This design comes from an exercise in tuning for small area, a short achievable clock period and few clock cycles per item on the open sky130 flow, not from production work.
Only simulation tests tie the RTL to the original design; equivalence was not proved.
Power is estimated from default activity; no workload was simulated.

## rev 12
// fft8_f32_stream
module fft8_f32_stream (
    input  wire        clk,
    input  wire        rst_n,
    input  wire        s_valid,
    output wire        s_ready,
    input  wire [31:0] s_real,
    input  wire [31:0] s_imag,
    output reg         m_valid,
    input  wire        m_ready,
    output reg  [31:0] m_real,
    output reg  [31:0] m_imag
);
==> module fft8_f32_stream, before the edit <==
module fft8_f32_stream (
    input  wire        clk,
    input  wire        rst_n,
    input  wire        s_valid,
    output wire        s_ready,
    input  wire [31:0] s_real,
    input  wire [31:0] s_imag,
    output reg         m_valid,
    input  wire        m_ready,
    output reg  [31:0] m_real,
    output reg  [31:0] m_imag
);
    function [31:0] fz;
        input [31:0] x;
        begin fz = {x[31] & (x[30:23] != 8'd0), x[30:0]}; end
    endfunction
    function [31:0] fnz;
        input [31:0] x;
        begin fnz = {~x[31] & (x[30:23] != 8'd0), x[30:0]}; end
    endfunction
    function [31:0] ftriv;
        input [31:0] x, y;
        begin
            if (x[30:23] == 8'd0 && y[30:23] == 8'd0) ftriv = {x[31] & y[31], 31'd0};
            else if (x[30:23] == 8'd0)                ftriv = y;
            else                                      ftriv = x;
        end
    endfunction
    function [31:0] fflip;
        input [31:0] x;
        begin fflip = {~x[31], x[30:0]}; end
    endfunction
    function [63:0] tw2;
        input [63:0] b;
        begin tw2 = {fz(b[31:0]), fnz(b[63:32])}; end
    endfunction
    function [63:0] tw2n;
        input [63:0] b;
        begin tw2n = {fflip(fz(b[31:0])), fflip(fnz(b[63:32]))}; end
    endfunction
    function [63:0] tw0;
        input [63:0] b;
        begin tw0 = {fz(b[63:32]), fz(b[31:0])}; end
    endfunction
    reg        hv;
    reg [63:0] h;                
    reg [2:0]  ph;               
    reg [7:0]  po;               
    reg        srdy;             
    reg        hbz;              
    reg        mvn;              
    reg        dm;               
    reg        fvc, fv1, fv2;    
    reg        skv;              
    reg [63:0] sk;
    wire in_ok  = po[0] ? (hv | fv1 | fv2) : (dm | hv);
    wire adv    = ~skv & in_ok;
    wire dmy    = po[0] ? ~hv : dm;
    wire pop    = adv & ~dmy;
    wire [63:0] po_d;                
    wire        po_v;
    wire        o_free = mvn | m_ready;
    wire       hv_n  = hbz ? hv : s_valid;
    wire [7:0] po_n  = adv ? {po[6:0], po[7]} : po;
    wire       dm_n  = (adv & po[0]) ? ~hv : dm;
    wire       fvc_n = (adv & po[0]) ? hv : fvc;
    wire       fv1_n = (adv & po[7]) ? fvc : fv1;
    wire       fv2_n = (adv & po[7]) ? fv1 : fv2;
    wire       skv_n = adv ? (~o_free & po_v) : (skv & ~o_free);
    wire       adv_n = ~skv_n & (po_n[0] ? (hv_n | fv1_n | fv2_n) : (dm_n | hv_n));
    wire       pop_n = adv_n & ~(po_n[0] ? ~hv_n : dm_n);
    assign s_ready = srdy;
    always @(posedge clk) begin
        if (!hbz) h <= {s_real, s_imag};
    end
    always @(posedge clk or negedge rst_n) begin
        if (!rst_n) begin
            hv   <= 1'b0;
            srdy <= 1'b1;
            hbz  <= 1'b0;
            ph   <= 3'd0;
            po   <= 8'd1;
            dm   <= 1'b0;
            fvc  <= 1'b0;
            fv1  <= 1'b0;
            fv2  <= 1'b0;
        end else begin
            hv   <= hv_n;
            srdy <= ~hv_n | pop_n;
            hbz  <= hv_n & ~pop_n;
            if (adv) ph <= ph + 3'd1;
            po   <= po_n;
            dm   <= dm_n;
            fvc  <= fvc_n;
            fv1  <= fv1_n;
            fv2  <= fv2_n;
        end
    end
    reg [63:0] d1, d2, d3, d4;       
    reg [63:0] ss1, ss2, ss3, ss4;   
    reg [63:0] rr;                   
    reg        mzr, mzi;             
    reg [63:0] tt1;                  
    reg [63:0] u3;
    reg [63:0] f1, f2, f3, f4;       
    wire [63:0] xp, xq, yp, yq;      
    wire [31:0] cm_r, cm_i;          
    wire [63:0] tw;                  
    always @(posedge clk) begin
        if (adv) begin
            d1 <= ph[2] ? xq : h;
            d2 <= d1;
            d3 <= d2;
            d4 <= d3;
            f1 <= yq;
            f2 <= f1;
            f3 <= f2;
            f4 <= f3;
            if (ph[2] || po[2]) begin
                ss1 <= po[2] ? yp : xp;
                ss3 <= ss2;
                ss4 <= ss3;
            end
            if (ph[2] || po[2] || po[3]) ss2 <= po[3] ? yp : ss1;
            if (po[0]) tt1 <= yp;
            if (po[1]) tt1 <= f1;
            if (po[1]) u3 <= yp;
            if (po[2]) tt1 <= tw;
            if (po[0]) rr <= d4;
            if (po[1] || po[2]) rr <= {cm_r, cm_i};
            if (po[3]) rr <= tw;
        end
    end
    wire [63:0] cin = tt1;
    fft8_cmul cmr (.x(cin[63:32]), .y(cm_r));
    fft8_cmul cmi (.x(cin[31:0]),  .y(cm_i));
    always @(posedge clk) begin
        if (adv) begin
            mzr <= (cin[62:55] == 8'd0);
            mzi <= (cin[30:23] == 8'd0);
        end
    end
    wire        w3  = po[3];
    wire [31:0] pr  = rr[63:32];
    wire [31:0] pi  = rr[31:0];
    wire [31:0] nr  = mzr ? 32'd0 : fflip(pr);     
    wire [31:0] ni  = mzi ? 32'd0 : fflip(pi);     
    wire        triv = (pr[30:23] == 8'd0) | (pi[30:23] == 8'd0);
    wire [31:0] tra = w3 ? ftriv(nr, fflip(ni)) : ftriv(pr, fflip(ni));
    wire [31:0] tia = w3 ? ftriv(ni, nr)        : ftriv(pi, nr);
    wire        x_tw = ~ph[2];
    wire [63:0] xa   = d4;
    wire [63:0] xb   = tw0(h);
    wire [31:0] xra  = x_tw ? (w3 ? fflip(pr) : pi) : xa[63:32];
    wire [31:0] xrb  = x_tw ? (w3 ? pi : pr)        : xb[63:32];
    fft8_as xr (.a(xra),       .b(xrb),      .p(xp[63:32]), .q(xq[63:32]));
    fft8_as xi (.a(xa[31:0]),  .b(xb[31:0]), .p(xp[31:0]),  .q(xq[31:0]));
    assign tw = triv ? {tra, tia} : {xp[63:32], xq[63:32]};
    wire [63:0] ya = ({64{po[0]}} & d3) | ({64{po[1]}} & rr) |
                     ({64{po[2] | po[3]}} & ss4) | ({64{po[4]}} & ss1) |
                     ({64{po[5] | po[6]}} & f4) | ({64{po[7]}} & u3);
    wire [63:0] yb = ({64{po[0]}} & tw2(d1)) | ({64{po[1]}} & tw2n(d3)) |
                     ({64{po[2] | po[3] | po[4]}} & tw0(ss2)) |
                     ({64{po[5]}} & tt1) | ({64{po[6]}} & tw2(f3)) | ({64{po[7]}} & rr);
    fft8_as yr (.a(ya[63:32]), .b(yb[63:32]), .p(yp[63:32]), .q(yq[63:32]));
    fft8_as yi (.a(ya[31:0]),  .b(yb[31:0]),  .p(yp[31:0]),  .q(yq[31:0]));
    assign po_d = ph[2] ? yp : f4;
    assign po_v = ph[2] ? fv1 : fv2;
    always @(posedge clk) begin
        if (o_free & (adv | skv)) {m_real, m_imag} <= adv ? po_d : sk;
        if (adv & ~o_free) sk <= po_d;
    end
    always @(posedge clk or negedge rst_n) begin
        if (!rst_n) begin
            m_valid <= 1'b0;
            mvn     <= 1'b1;
            skv     <= 1'b0;
        end else begin
            skv <= skv_n;
            if (o_free & (adv | skv)) begin
                m_valid <= adv ? po_v : 1'b1;
                mvn     <= adv ? ~po_v : 1'b0;
            end else if (m_ready) begin
                m_valid <= 1'b0;
                mvn     <= 1'b1;
            end
        end
    end
endmodule
clock: 90.0 ns
lec_check: 0
cap_margin: 35
core_margin: 2
core_utilization: 30
place_density: 0.4
slew_margin: 35
run.sh (not shown) runs the stock make flow with config.mk's settings and CLKGATE_MAP_FILE= SYNTH_SCRIPT=/design/flow/synth_recipe.tcl, a recipe that flattens the netlist after the stock synthesis.
Testbench counts of rev 12, summed over its fixed seeds: cycles 3,184, frames 384.
What rev 13 does differently from rev 12 at the input level:
--- a/flow/design.v
+++ b/flow/design.v
@@ -36,8 +36,4 @@
         begin tw2 = {fz(b[31:0]), fnz(b[63:32])}; end
     endfunction
-    function [63:0] tw2n;
-        input [63:0] b;
-        begin tw2n = {fflip(fz(b[31:0])), fflip(fnz(b[63:32]))}; end
-    endfunction
     function [63:0] tw0;
         input [63:0] b;
@@ -49,5 +45,4 @@
     reg [7:0]  po;               
     reg        srdy;             
-    reg        hbz;              
     reg        mvn;              
     reg        dm;               
@@ -62,5 +57,5 @@
     wire        po_v;
     wire        o_free = mvn | m_ready;
-    wire       hv_n  = hbz ? hv : s_valid;
+    wire       hv_n  = srdy ? s_valid : hv;
     wire [7:0] po_n  = adv ? {po[6:0], po[7]} : po;
     wire       dm_n  = (adv & po[0]) ? ~hv : dm;
@@ -73,5 +68,5 @@
     assign s_ready = srdy;
     always @(posedge clk) begin
-        if (!hbz) h <= {s_real, s_imag};
+        if (srdy) h <= {s_real, s_imag};
     end
     always @(posedge clk or negedge rst_n) begin
@@ -79,5 +74,4 @@
             hv   <= 1'b0;
             srdy <= 1'b1;
-            hbz  <= 1'b0;
             ph   <= 3'd0;
             po   <= 8'd1;
@@ -89,5 +83,4 @@
             hv   <= hv_n;
             srdy <= ~hv_n | pop_n;
-            hbz  <= hv_n & ~pop_n;
             if (adv) ph <= ph + 3'd1;
             po   <= po_n;
@@ -103,4 +96,5 @@
     reg        mzr, mzi;             
     reg [63:0] tt1;                  
+    reg [63:0] u1;
     reg [63:0] u3;
     reg [63:0] f1, f2, f3, f4;       
@@ -126,5 +120,8 @@
             if (po[0]) tt1 <= yp;
             if (po[1]) tt1 <= f1;
-            if (po[1]) u3 <= yp;
+            if (po[1]) begin
+                u1 <= yp;
+                u3 <= yq;
+            end
             if (po[2]) tt1 <= tw;
             if (po[0]) rr <= d4;
@@ -160,6 +157,6 @@
     wire [63:0] ya = ({64{po[0]}} & d3) | ({64{po[1]}} & rr) |
                      ({64{po[2] | po[3]}} & ss4) | ({64{po[4]}} & ss1) |
-                     ({64{po[5] | po[6]}} & f4) | ({64{po[7]}} & u3);
-    wire [63:0] yb = ({64{po[0]}} & tw2(d1)) | ({64{po[1]}} & tw2n(d3)) |
+                     ({64{po[5]}} & u1) | ({64{po[6]}} & f4) | ({64{po[7]}} & u3);
+    wire [63:0] yb = ({64{po[0]}} & tw2(d1)) | ({64{po[1]}} & tw2(d3)) |
                      ({64{po[2] | po[3] | po[4]}} & tw0(ss2)) |
                      ({64{po[5]}} & tt1) | ({64{po[6]}} & tw2(f3)) | ({64{po[7]}} & rr);
==> comparison <==
- Rev 13: number of inverters outside the clock class in the layout higher than rev 12
- Rev 13 reports a higher number of well taps than rev 12 does.
- Flip-flop and latch count, rev 13 vs rev 12: up by a few percent
- Post-detailed-route DRC marker count came out exactly the same in rev 13 and rev 12.
- Setup slack of the most critical reg-to-reg path is higher on rev 12
- Against rev 12, rev 13 comes in 3.4% lower on routed wire length.
- Compared rev 13 vs rev 12, and power is up in rev 13.
- [diff] combined area of all synthesized cells, rev 13 relative to rev 12: regression
Testbench counts of rev 13, summed over its fixed seeds: cycles 3,184, frames 384.

## separate check: timing with driven ports
The flow's constraints put no driver on any port. The routed layouts listed below were extracted and timed again, unchanged, in two steps. Step 1 (the two cells are an assumption about what drives the block):
set clk [get_ports {clk}]
set_driving_cell -lib_cell sky130_fd_sc_hd__clkbuf_16 $clk
set_driving_cell -lib_cell sky130_fd_sc_hd__buf_2 [delete_from_list [all_inputs] $clk]
Step 2 moves the port delays by t, midway between the first and last clock arrival at a register: inputs arrive t later, outputs are due t later. That takes back most of the time a late clock gives input paths. Three values: ideal ports, drivers, drivers and shift; two values: the first two.
run | shift t [ns] | setup WS [ns] | hold WS [ns]
rev 12 | 0.966 | 70.134 / 70.016 / 70.108 | 0.363 / 0.363 / 0.363
rev 13 | 0.960 | 69.720 / 69.615 / 69.744 | 0.379 / 0.379 / 0.379
After both steps every run listed still meets setup and hold. For rev 12, which loses most, drivers alone change the setup slack by -0.118 ns; drivers and shift together by -0.026 ns.
